Source: an optimization exercise on an open RTL-to-GDS flow (aim: small area and a short achievable clock period). Production flows keep margins and buffers that such runs may drop.
Function was checked by simulation only, so behaviour that the tests miss may differ from the original.

==> flow/design.v <==
module CPU(clk,rst,data_out,instr_out,instr_read,data_read,instr_addr,data_addr,data_write,data_in);
input             clk;
input             rst;
input      [31:0] data_out;
input      [31:0] instr_out;
output            instr_read;
output     [31:0] instr_addr;
output            data_read;
output     [31:0] data_addr;
output     [3:0]  data_write;
output     [31:0] data_in;
localparam OP_LOAD   = 7'b0000011,
           OP_IMM    = 7'b0010011,
           OP_AUIPC  = 7'b0010111,
           OP_STORE  = 7'b0100011,
           OP_OP     = 7'b0110011,
           OP_LUI    = 7'b0110111,
           OP_BRANCH = 7'b1100011,
           OP_JALR   = 7'b1100111,
           OP_JAL    = 7'b1101111;
localparam F_ADD = 4'd0, F_SUB = 4'd1, F_SLL = 4'd2, F_SLT = 4'd3, F_SLTU = 4'd4,
           F_XOR = 4'd5, F_OR  = 4'd6, F_AND = 4'd7, F_SRL = 4'd8, F_SRA  = 4'd9;
assign instr_read = 1'b1;
reg  [31:0] pc;
reg  [31:0] x1, x2;      
reg  [31:0] a1, a2;      
reg  [4:0]  e_rd;
reg  [2:0]  e_f3;
reg  [3:0]  e_fn;
reg         e_sub;
reg         e_wen;       
reg         e_load;
reg         e_store;
reg         e_jal;       
reg         e_br;        
reg  [31:0] rf [1:31];
reg  [31:1] rf_v;
wire [32:0] as;
wire [31:0] ap, ag;      
Alu_Add u_as(.a(x1), .b(x2), .sub(e_sub), .s(as), .p(ap), .g(ag));
wire        ltu  = ~as[32];
wire        lt   = ltu ^ x1[31] ^ x2[31];
wire        eq   = &ap;     
wire [4:0]  sh   = x2[4:0];
wire        sll  = (e_fn == F_SLL);
reg  [31:0] x1_rev, sh_rev;
integer k;
always @(*) for (k = 0; k < 32; k = k + 1) x1_rev[k] = x1[31-k];
wire [31:0] sh_in  = sll ? x1_rev : x1;
wire        sh_fill = (e_fn == F_SRA) & x1[31];
wire [31:0] sh_s1  = sh[0] ? {{1{sh_fill}},  sh_in[31:1]}  : sh_in;
wire [31:0] sh_s2  = sh[1] ? {{2{sh_fill}},  sh_s1[31:2]}  : sh_s1;
wire [31:0] sh_s3  = sh[2] ? {{4{sh_fill}},  sh_s2[31:4]}  : sh_s2;
wire [31:0] sh_s4  = sh[3] ? {{8{sh_fill}},  sh_s3[31:8]}  : sh_s3;
wire [31:0] sh_out = sh[4] ? {{16{sh_fill}}, sh_s4[31:16]} : sh_s4;
always @(*) for (k = 0; k < 32; k = k + 1) sh_rev[k] = sh_out[31-k];
reg  [31:0] alu;
always @(*) begin
    case (e_fn)
        F_ADD:   alu = as[31:0];
        F_SUB:   alu = as[31:0];
        F_SLL:   alu = sh_rev;
        F_SLT:   alu = {31'd0, lt};
        F_SLTU:  alu = {31'd0, ltu};
        F_XOR:   alu = ap;
        F_OR:    alu = ap | ag;
        F_AND:   alu = ag;
        F_SRL:   alu = sh_out;
        F_SRA:   alu = sh_out;
        default: alu = 32'd0;
    endcase
end
wire [31:0] ea;
Addr_Add u_ea(.a(a1), .b(a2), .s(ea));
wire [1:0] idx = ea[1:0];
assign data_addr = ea;
assign data_read = e_load;
assign data_in   = e_f3[1] ? x2 : e_f3[0] ? {2{x2[15:0]}} : {4{x2[7:0]}};
reg [3:0] strobe;
always @(*) begin
    strobe = 4'd0;
    if (e_store) begin
        case (e_f3)
            3'b000:  strobe = 4'b0001 << idx;
            3'b001:  strobe = (idx == 2'd0) ? 4'b0011 : 4'b1100;
            3'b010:  strobe = 4'b1111;
            default: strobe = 4'd0;
        endcase
    end
end
assign data_write = strobe;
reg [31:0] ld;
always @(*) begin
    case (e_f3)
        3'b000:  case (idx)
                     2'd0: ld = {{24{data_out[7]}},  data_out[7:0]};
                     2'd1: ld = {{24{data_out[15]}}, data_out[15:8]};
                     2'd2: ld = {{24{data_out[23]}}, data_out[23:16]};
                     default: ld = {{24{data_out[31]}}, data_out[31:24]};
                 endcase
        3'b100:  case (idx)
                     2'd0: ld = {24'd0, data_out[7:0]};
                     2'd1: ld = {24'd0, data_out[15:8]};
                     2'd2: ld = {24'd0, data_out[23:16]};
                     default: ld = {24'd0, data_out[31:24]};
                 endcase
        3'b001:  ld = (idx == 2'd0) ? {{16{data_out[15]}}, data_out[15:0]} : {{16{data_out[31]}}, data_out[31:16]};
        3'b101:  ld = (idx == 2'd0) ? {16'd0, data_out[15:0]} : {16'd0, data_out[31:16]};
        3'b010:  ld = data_out;
        default: ld = 32'd0;
    endcase
end
wire [31:0] wb = e_load ? ld : e_jal ? x2 : alu;
reg cond;
always @(*) begin
    case (e_f3)
        3'b000:  cond = eq;
        3'b001:  cond = ~eq;
        3'b100:  cond = lt;
        3'b101:  cond = ~lt;
        3'b110:  cond = ltu;
        3'b111:  cond = ~ltu;
        default: cond = 1'b0;
    endcase
end
wire        jump   = e_jal | (e_br & cond);
wire [31:0] target = ea;
wire [31:0] pc4    = pc + 32'd4;
always @(posedge clk or posedge rst) begin
    if (rst) pc <= 32'd0;
    else     pc <= jump ? target : pc4;
end
assign instr_addr = pc;
integer r;
always @(posedge clk) begin
    for (r = 1; r < 32; r = r + 1)
        if (e_wen && e_rd == r) rf[r] <= wb;
end
always @(posedge clk or posedge rst) begin
    if (rst) rf_v <= 31'd0;
    else if (e_wen) rf_v[e_rd] <= 1'b1;
end
wire [31:0] in = instr_out;
wire [6:0]  opc = in[6:0];
wire [2:0]  f3  = in[14:12];
wire [4:0]  rd  = in[11:7];
wire [4:0]  rs1 = in[19:15];
wire [4:0]  rs2 = in[24:20];
reg  [31:0] rd1, rd2;
always @(*) begin
    rd1 = 32'd0;
    rd2 = 32'd0;
    for (r = 1; r < 32; r = r + 1) begin
        if (rs1 == r && rf_v[r]) rd1 = rd1 | rf[r];
        if (rs2 == r && rf_v[r]) rd2 = rd2 | rf[r];
    end
end
wire fw1 = e_wen && (e_rd == rs1);
wire fw2 = e_wen && (e_rd == rs2);
wire [31:0] v1 = fw1 ? wb : rd1;
wire [31:0] v2 = fw2 ? wb : rd2;
reg [31:0] imm;
always @(*) begin
    case (opc)
        OP_STORE:          imm = {{21{in[31]}}, in[30:25], in[11:7]};
        OP_LUI, OP_AUIPC:  imm = {in[31:12], 12'd0};
        OP_JAL:            imm = {{12{in[31]}}, in[19:12], in[20], in[30:21], 1'b0};
        default:           imm = {{21{in[31]}}, in[30:20]};
    endcase
end
wire [31:0] immb = {{20{in[31]}}, in[7], in[30:25], in[11:8], 1'b0};
wire d_op  = (opc == OP_OP);
wire d_imm = (opc == OP_IMM);
wire d_br  = (opc == OP_BRANCH);
wire d_st  = (opc == OP_STORE);
wire d_lui = (opc == OP_LUI);
wire d_jal = (opc == OP_JAL) || (opc == OP_JALR);
wire d_wen = (d_op || d_imm || opc == OP_LOAD || opc == OP_AUIPC || opc == OP_LUI || d_jal) && (rd != 5'd0);
wire [31:0] aimm = d_st ? {{21{in[31]}}, in[30:25], in[11:7]}
                 : (opc == OP_JAL) ? {{12{in[31]}}, in[19:12], in[20], in[30:21], 1'b0}
                 : {{21{in[31]}}, in[30:20]};
reg [3:0] d_fn;
always @(*) begin
    d_fn = F_ADD;
    if (d_op || d_imm) begin
        case (f3)
            3'd0: d_fn = (d_op && in[30]) ? F_SUB : F_ADD;
            3'd1: d_fn = F_SLL;
            3'd2: d_fn = F_SLT;
            3'd3: d_fn = F_SLTU;
            3'd4: d_fn = F_XOR;
            3'd5: d_fn = in[30] ? F_SRA : F_SRL;
            3'd6: d_fn = F_OR;
            default: d_fn = F_AND;
        endcase
    end
end
always @(posedge clk) begin
    x1   <= d_lui ? 32'd0 : (opc == OP_AUIPC) ? pc : v1;
    a1   <= (d_br || opc == OP_JAL) ? pc : v1;
    a2   <= d_br ? immb : aimm;
    x2   <= (d_op || d_br || d_st) ? v2 : d_jal ? pc4 : imm;
    e_rd <= rd;
    e_f3 <= f3;
    e_fn <= d_fn;
    e_sub <= d_br || d_fn == F_SUB || d_fn == F_SLT || d_fn == F_SLTU;
end
always @(posedge clk or posedge rst) begin
    if (rst) begin
        e_wen   <= 1'b0;
        e_load  <= 1'b0;
        e_store <= 1'b0;
        e_jal   <= 1'b0;
        e_br    <= 1'b0;
    end else if (jump) begin
        e_wen   <= 1'b0;
        e_load  <= 1'b0;
        e_store <= 1'b0;
        e_jal   <= 1'b0;
        e_br    <= 1'b0;
    end else begin
        e_wen   <= d_wen;
        e_load  <= (opc == OP_LOAD);
        e_store <= d_st;
        e_jal   <= d_jal;
        e_br    <= d_br;
    end
end
endmodule
module Addr_Add(a, b, s);
input  [31:0] a, b;
output [31:0] s;
assign s = a + b;
endmodule
module Alu_Add(a, b, sub, s, p, g);
input  [31:0] a, b;
input         sub;
output [32:0] s;
output [31:0] p, g;      
wire   [31:0] bs = b ^ {32{sub}};
assign p = a ^ bs;
assign g = a & bs;
assign s = {1'b0, a} + {1'b0, bs} + {32'd0, sub};
endmodule
clock: 12.0 ns
lec_check: 0
cap_margin: 40
core_margin: 2
core_utilization: 40
cts_cluster_diameter: 100
cts_cluster_size: 20
place_density: 0.55
setup_slack_margin: 5
slew_margin: 40
synth_hierarchical: 1
tns_end_percent: 10
standard.sh (not shown) runs the stock make flow with config.mk's settings and CLKGATE_MAP_FILE= SYNTH_SCRIPT=/design/flow/synth_recipe.tcl, a recipe that flattens the netlist after the stock synthesis.
==> flow/flow/run.sh <==
#!/bin/bash
# The standard layout (standard.sh: standard synthesis, floorplan,
# placement, CTS, routing), made with two changes:
#  - the resizer's setup repair aims past the 12 ns clock (larger margin);
#  - the port buffers are buf_1 cells instead of delay buffers.
# The clock period and constraints are unchanged; every port keeps a buffer.
set -euo pipefail
bash standard.sh SETUP_SLACK_MARGIN=6.5 "BUFFER_PORTS_ARGS=-buffer_cell sky130_fd_sc_hd__buf_1" finish > standard_flow.log 2>&1
Rerun with:
--- a/flow/config.mk
+++ b/flow/config.mk
@@ -10,5 +10,5 @@
 export CORE_UTILIZATION = 40
 export CTS_CLUSTER_DIAMETER = 100
-export CTS_CLUSTER_SIZE = 20
+export CTS_CLUSTER_SIZE = 25
 export PLACE_DENSITY = 0.55
 export SETUP_SLACK_MARGIN = 5
What happened: Area after synthesis is unchanged; global-route usage fell by 0.18 points; via count hardly moves; hold slack stays flat; utilization falls by 0.22 points; fmax falls by 1.2%.

[separate check: timing with driven ports]
The flow's constraints put no driver on any port. The routed layouts listed below were extracted and timed again, unchanged, in two steps.
Step 1: set_driving_cell puts a clkbuf_16 on clk and a buf_2 on each other input, an assumption about the parent block.
Step 2, shift: input delay + t, output delay - t, t = (earliest + latest rising clock arrival at the registers) / 2. This alone moves slack from input paths to output paths.
a / b / c = ideal / step 1 / step 2; a / b = the first two.
run	t (ns)	setup slack, ns	clock arrival spread, ns	worst register clock-pin slew, ns
the first run	0.797	6.229 / 6.275 / 5.478	0.072 / 0.072	0.10 / 0.10
the second run	0.823	6.161 / 6.210 / 5.387	0.096 / 0.096	0.11 / 0.11
After both steps setup and hold are still met in every run listed. The setup slack of the second run, which loses most, moves by +0.049 ns with the drivers and by -0.774 ns with both steps.
